This design comes from an exercise in tuning for small area, a short achievable clock period and few clock cycles on the open sky130 flow, not from production work. Power is estimated from default activity; no workload was simulated.

==> flow/design.v <==
module cpu(clk, reset, read_data, datapath_out, mem_cmd, mem_addr);
  input clk, reset;
  input [15:0] read_data;
  output [15:0] datapath_out;
  output reg [1:0] mem_cmd;
  output [8:0] mem_addr;
  reg [15:0] R [0:7];
  reg [15:0] w1;        
  reg [2:0]  w1b;       
  reg        v1;        
  reg [15:0] ir;
  reg        irv;       
  reg [15:0] A, B;
  reg [8:0]  ma;
  reg        mab;       
  reg        inflight;  
  reg        ldwb;      
  reg [2:0]  ld_rd;
  reg        halted;
  reg [8:0]  pc;        
  reg [8:0]  pcm;       
  reg        ex;        
  reg        mo;        
  reg        fe;        
  reg        rf;        
  wire [2:0] opcode = ir[15:13];
  wire [1:0] op     = ir[12:11];
  wire [1:0] sh     = ir[4:3];
  wire is_ldr = opcode == 3'b011;
  wire is_str = opcode == 3'b100;
  wire is_hlt = opcode == 3'b111;
  reg [15:0] sb;
  always_comb begin
    case (sh)
      2'b00: sb = B;
      2'b01: sb = {B[14:0], 1'b0};
      2'b10: sb = {1'b0, B[15:1]};
      default: sb = {B[15], B[15:1]};
    endcase
  end
  wire [15:0] sum;
  pfx_add #(16) add16 (.a(A), .b(sb), .s(sum));
  reg [15:0] res;
  always_comb begin
    res = 16'b0;
    if (opcode == 3'b110) begin
      if (op == 2'b10) res = {{8{ir[7]}}, ir[7:0]};
      else             res = sb;
    end else begin
      case (op)
        2'b00:   res = sum;
        2'b10:   res = A & sb;
        default: res = ~sb;
      endcase
    end
  end
  function automatic writes(input [15:0] w);
    writes = (w[15:13] == 3'b110 && (w[12:11] == 2'b10 || w[12:11] == 2'b00)) ||
             (w[15:13] == 3'b101 && w[12:11] != 2'b01);
  endfunction
  function automatic [2:0] wreg(input [15:0] w);
    wreg = (w[15:13] == 3'b110 && w[12:11] == 2'b10) ? w[10:8] : w[7:5];
  endfunction
  function automatic is_mem(input [15:0] w);
    is_mem = w[15:13] == 3'b011 || w[15:13] == 3'b100;
  endfunction
  wire [2:0]  wnum  = wreg(ir);
  wire        wx    = ex & writes(ir);
  wire [15:0] wdata = ldwb ? read_data : res;
  wire       we    = ldwb | wx;
  wire [2:0] waddr = ldwb ? ld_rd : wnum;
  always_ff @(posedge clk) begin
    if (we) R[waddr] <= wdata;
  end
  assign datapath_out = B;
  assign mem_addr = mo ? ma : (rf ? pcm : pc);
  wire adv  = ~irv | ex;      
  wire take = ~v1 | adv;      
  wire [2:0] sela = w1[10:8];
  wire [2:0] selb = w1b;
  wire hitxa = wx & (wnum == sela);
  wire hitxb = wx & (wnum == selb);
  wire hitla = ldwb & (ld_rd == sela);
  wire hitlb = ldwb & (ld_rd == selb);
  wire [7:0] oha = 8'b1 << sela;
  wire [7:0] ohb = 8'b1 << selb;
  reg [15:0] ra, rb;
  integer j;
  always_comb begin
    ra = 16'b0;
    rb = 16'b0;
    for (j = 0; j < 8; j = j + 1) begin
      ra = ra | ({16{oha[j]}} & R[j]);
      rb = rb | ({16{ohb[j]}} & R[j]);
    end
  end
  wire [8:0] ma_r, ma_h;
  pfx_add #(9) addr_r (.a(ra[8:0]), .b({{4{w1[4]}}, w1[4:0]}), .s(ma_r));
  pfx_add #(9) addr_h (.a(A[8:0]),  .b({{4{ir[4]}}, ir[4:0]}), .s(ma_h));
  wire [2:0] irb = (ir[14] | ir[13]) ? ir[2:0] : ir[7:5];
  wire hla = ldwb & (ld_rd == ir[10:8]);
  wire hlb = ldwb & (ld_rd == irb);
  always_ff @(posedge clk) begin
    if (adv) begin
      ir <= w1;
      A  <= hitxa ? res : (hitla ? read_data : ra);
      B  <= hitxb ? res : (hitlb ? read_data : rb);
      ma <= ma_r;
    end else begin
      if (hla) A <= read_data;
      if (hlb) B <= read_data;
      if (mab) ma <= ma_h;
    end
    if (take) begin
      w1  <= read_data;
      w1b <= (read_data[14] | read_data[13]) ? read_data[2:0] : read_data[7:5];
    end
    ld_rd <= wnum;
  end
  wire [15:0] ir_n   = adv ? w1 : ir;
  wire irv_n    = adv ? v1 : irv;
  wire v1_n     = take ? inflight : v1;
  wire inf_n    = fe | rf;
  wire ldwb_n   = mo & is_ldr;
  wire halted_n = halted | (ex & is_hlt);
  wire mab_n    = adv ? (hitxa | hitla) : hla;
  wire mem_n    = is_mem(ir_n);
  wire ex_n     = irv_n & ~ldwb_n & ~halted_n & ~(mab_n & mem_n);
  wire mo_n     = ex_n & mem_n;
  wire [8:0] pc_n  = fe ? pc + 9'd1 : pc;
  wire take_n   = ~v1_n | ~irv_n | ex_n;
  wire rf_n     = inf_n & ~take_n & ~halted_n;
  wire fe_n     = ~mo_n & ~halted_n & ~rf_n & ~(pc_n[8] & (inf_n | v1_n | irv_n));
  always_ff @(posedge clk) begin
    mab <= mab_n;
    if (reset) begin
      pc       <= 9'd0;
      v1       <= 1'b0;
      irv      <= 1'b0;
      inflight <= 1'b0;
      ldwb     <= 1'b0;
      halted   <= 1'b0;
      ex       <= 1'b0;
      mo       <= 1'b0;
      fe       <= 1'b1;
      rf       <= 1'b0;
      mem_cmd  <= 2'b01;
    end else begin
      if (fe) begin
        pc  <= pc + 9'd1;
        pcm <= pc;
      end
      v1       <= v1_n;
      irv      <= irv_n;
      inflight <= inf_n;
      ldwb     <= ldwb_n;
      halted   <= halted_n;
      ex       <= ex_n;
      mo       <= mo_n;
      fe       <= fe_n;
      rf       <= rf_n;
      mem_cmd  <= mo_n ? (str_op(ir_n) ? 2'b10 : 2'b01) : ((fe_n | rf_n) ? 2'b01 : 2'b00);
    end
  end
  function automatic str_op(input [15:0] w);
    str_op = w[15:13] == 3'b100;
  endfunction
endmodule
module pfx_add #(parameter W = 16) (a, b, s);
  input  [W-1:0] a, b;
  output [W-1:0] s;
  parameter L = 4;  
  wire [W-1:0] g [0:L];
  wire [W-1:0] p [0:L];
  assign g[0] = a & b;
  assign p[0] = a ^ b;
  genvar k, i;
  generate
    for (k = 0; k < L; k = k + 1) begin : lvl
      for (i = 0; i < W; i = i + 1) begin : bit_
        if (i >= (1 << k)) begin : c
          assign g[k+1][i] = g[k][i] | (p[k][i] & g[k][i-(1<<k)]);
          assign p[k+1][i] = p[k][i] & p[k][i-(1<<k)];
        end else begin : n
          assign g[k+1][i] = g[k][i];
          assign p[k+1][i] = p[k][i];
        end
      end
    end
  endgenerate
  assign s = p[0] ^ {g[L][W-2:0], 1'b0};
endmodule
clock: 6.0 ns
lec_check: 0
cap_margin: 20
core_margin: 2
core_utilization: 40
setup_slack_margin: 2.5
slew_margin: 20
run.sh (not shown) runs the stock make flow with config.mk's settings and CLKGATE_MAP_FILE= SYNTH_SCRIPT=/design/flow/synth_recipe.tcl, a recipe that flattens the netlist after the stock synthesis.
The first run finished with timing, DRC and antenna clean.
Then changed:
--- a/flow/design.v
+++ b/flow/design.v
@@ -22,8 +22,10 @@
   reg        ex;        
   reg        mo;        
   reg        fe;        
   reg        rf;        
+  reg [8:0]  fa;        
+  reg [7:0]  wen;       
   wire [2:0] opcode = ir[15:13];
   wire [1:0] op     = ir[12:11];
   wire [1:0] sh     = ir[4:3];
   wire is_ldr = opcode == 3'b011;
@@ -66,15 +68,15 @@
   endfunction
   wire [2:0]  wnum  = wreg(ir);
   wire        wx    = ex & writes(ir);
   wire [15:0] wdata = ldwb ? read_data : res;
-  wire       we    = ldwb | wx;
-  wire [2:0] waddr = ldwb ? ld_rd : wnum;
+  integer k;
   always_ff @(posedge clk) begin
-    if (we) R[waddr] <= wdata;
+    for (k = 0; k < 8; k = k + 1)
+      if (wen[k]) R[k] <= wdata;
   end
   assign datapath_out = B;
-  assign mem_addr = mo ? ma : (rf ? pcm : pc);
+  assign mem_addr = mo ? ma : fa;
   wire adv  = ~irv | ex;      
   wire take = ~v1 | adv;      
   wire [2:0] sela = w1[10:8];
   wire [2:0] selb = w1b;
@@ -127,11 +129,14 @@
   wire mem_n    = is_mem(ir_n);
   wire ex_n     = irv_n & ~ldwb_n & ~halted_n & ~(mab_n & mem_n);
   wire mo_n     = ex_n & mem_n;
   wire [8:0] pc_n  = fe ? pc + 9'd1 : pc;
+  wire [8:0] pcm_n = fe ? pc : pcm;
   wire take_n   = ~v1_n | ~irv_n | ex_n;
   wire rf_n     = inf_n & ~take_n & ~halted_n;
   wire fe_n     = ~mo_n & ~halted_n & ~rf_n & ~(pc_n[8] & (inf_n | v1_n | irv_n));
+  wire [2:0] wnum_n = wreg(ir_n);
+  wire wx_n     = ex_n & writes(ir_n);
   always_ff @(posedge clk) begin
     mab <= mab_n;
     if (reset) begin
       pc       <= 9'd0;
@@ -143,14 +148,14 @@
       ex       <= 1'b0;
       mo       <= 1'b0;
       fe       <= 1'b1;
       rf       <= 1'b0;
+      fa       <= 9'd0;
       mem_cmd  <= 2'b01;
+      wen      <= 8'b0;
     end else begin
-      if (fe) begin
-        pc  <= pc + 9'd1;
-        pcm <= pc;
-      end
+      pc       <= pc_n;
+      pcm      <= pcm_n;
       v1       <= v1_n;
       irv      <= irv_n;
       inflight <= inf_n;
       ldwb     <= ldwb_n;
@@ -158,9 +163,12 @@
       ex       <= ex_n;
       mo       <= mo_n;
       fe       <= fe_n;
       rf       <= rf_n;
+      fa       <= rf_n ? pcm_n : pc_n;
       mem_cmd  <= mo_n ? (str_op(ir_n) ? 2'b10 : 2'b01) : ((fe_n | rf_n) ? 2'b01 : 2'b00);
+      for (k = 0; k < 8; k = k + 1)
+        wen[k] <= (wx_n & (wnum_n == k)) | (ldwb_n & (wnum == k));
     end
   end
   function automatic str_op(input [15:0] w);
     str_op = w[15:13] == 3'b100;
Sequential cell count rose by 17.
Wire length rose by roughly a tenth.
Cell area rose by a few percent.
Worst setup slack is worse by 0.027 ns.
Hold slack is better by 0.052 ns.
Combinational power stays flat.
Global-route usage rose by 2.2 points.
Clock-buffer cell count rose by 7.
Core utilization rose by 0.85 points.
First-iteration DRC count fell slightly.
Sequential share of layout area rose by 0.30 points.
Function was not checked in any run of this note: the RTL went through the layout flow alone.

-- static timing again, ports no longer ideal --
How much do the figures lean on ideal ports? The routed layouts below were timed once more, with nothing changed but the port constraints. Step 1: set_driving_cell puts a clkbuf_16 on clk and a buf_2 on each other input, an assumption about the parent block. Step 2 also shifts input and output timing later by t, the mid clock arrival at the registers, as if the neighbouring blocks saw the same clock. Slacks: ideal / step 1 / step 2; pairs: ideal / step 1.
run | t, ns | setup WS [ns] | worst hold slack (ns) | clock arrival spread, ns
the first run | 0.585 | 2.481 / 2.481 / 2.481 | 0.412 / 0.412 / 0.412 | 0.019 / 0.018
the second run | 0.607 | 2.455 / 2.455 / 2.455 | 0.464 / 0.464 / 0.464 | 0.012 / 0.012
After both steps setup and hold are still met in every run listed.
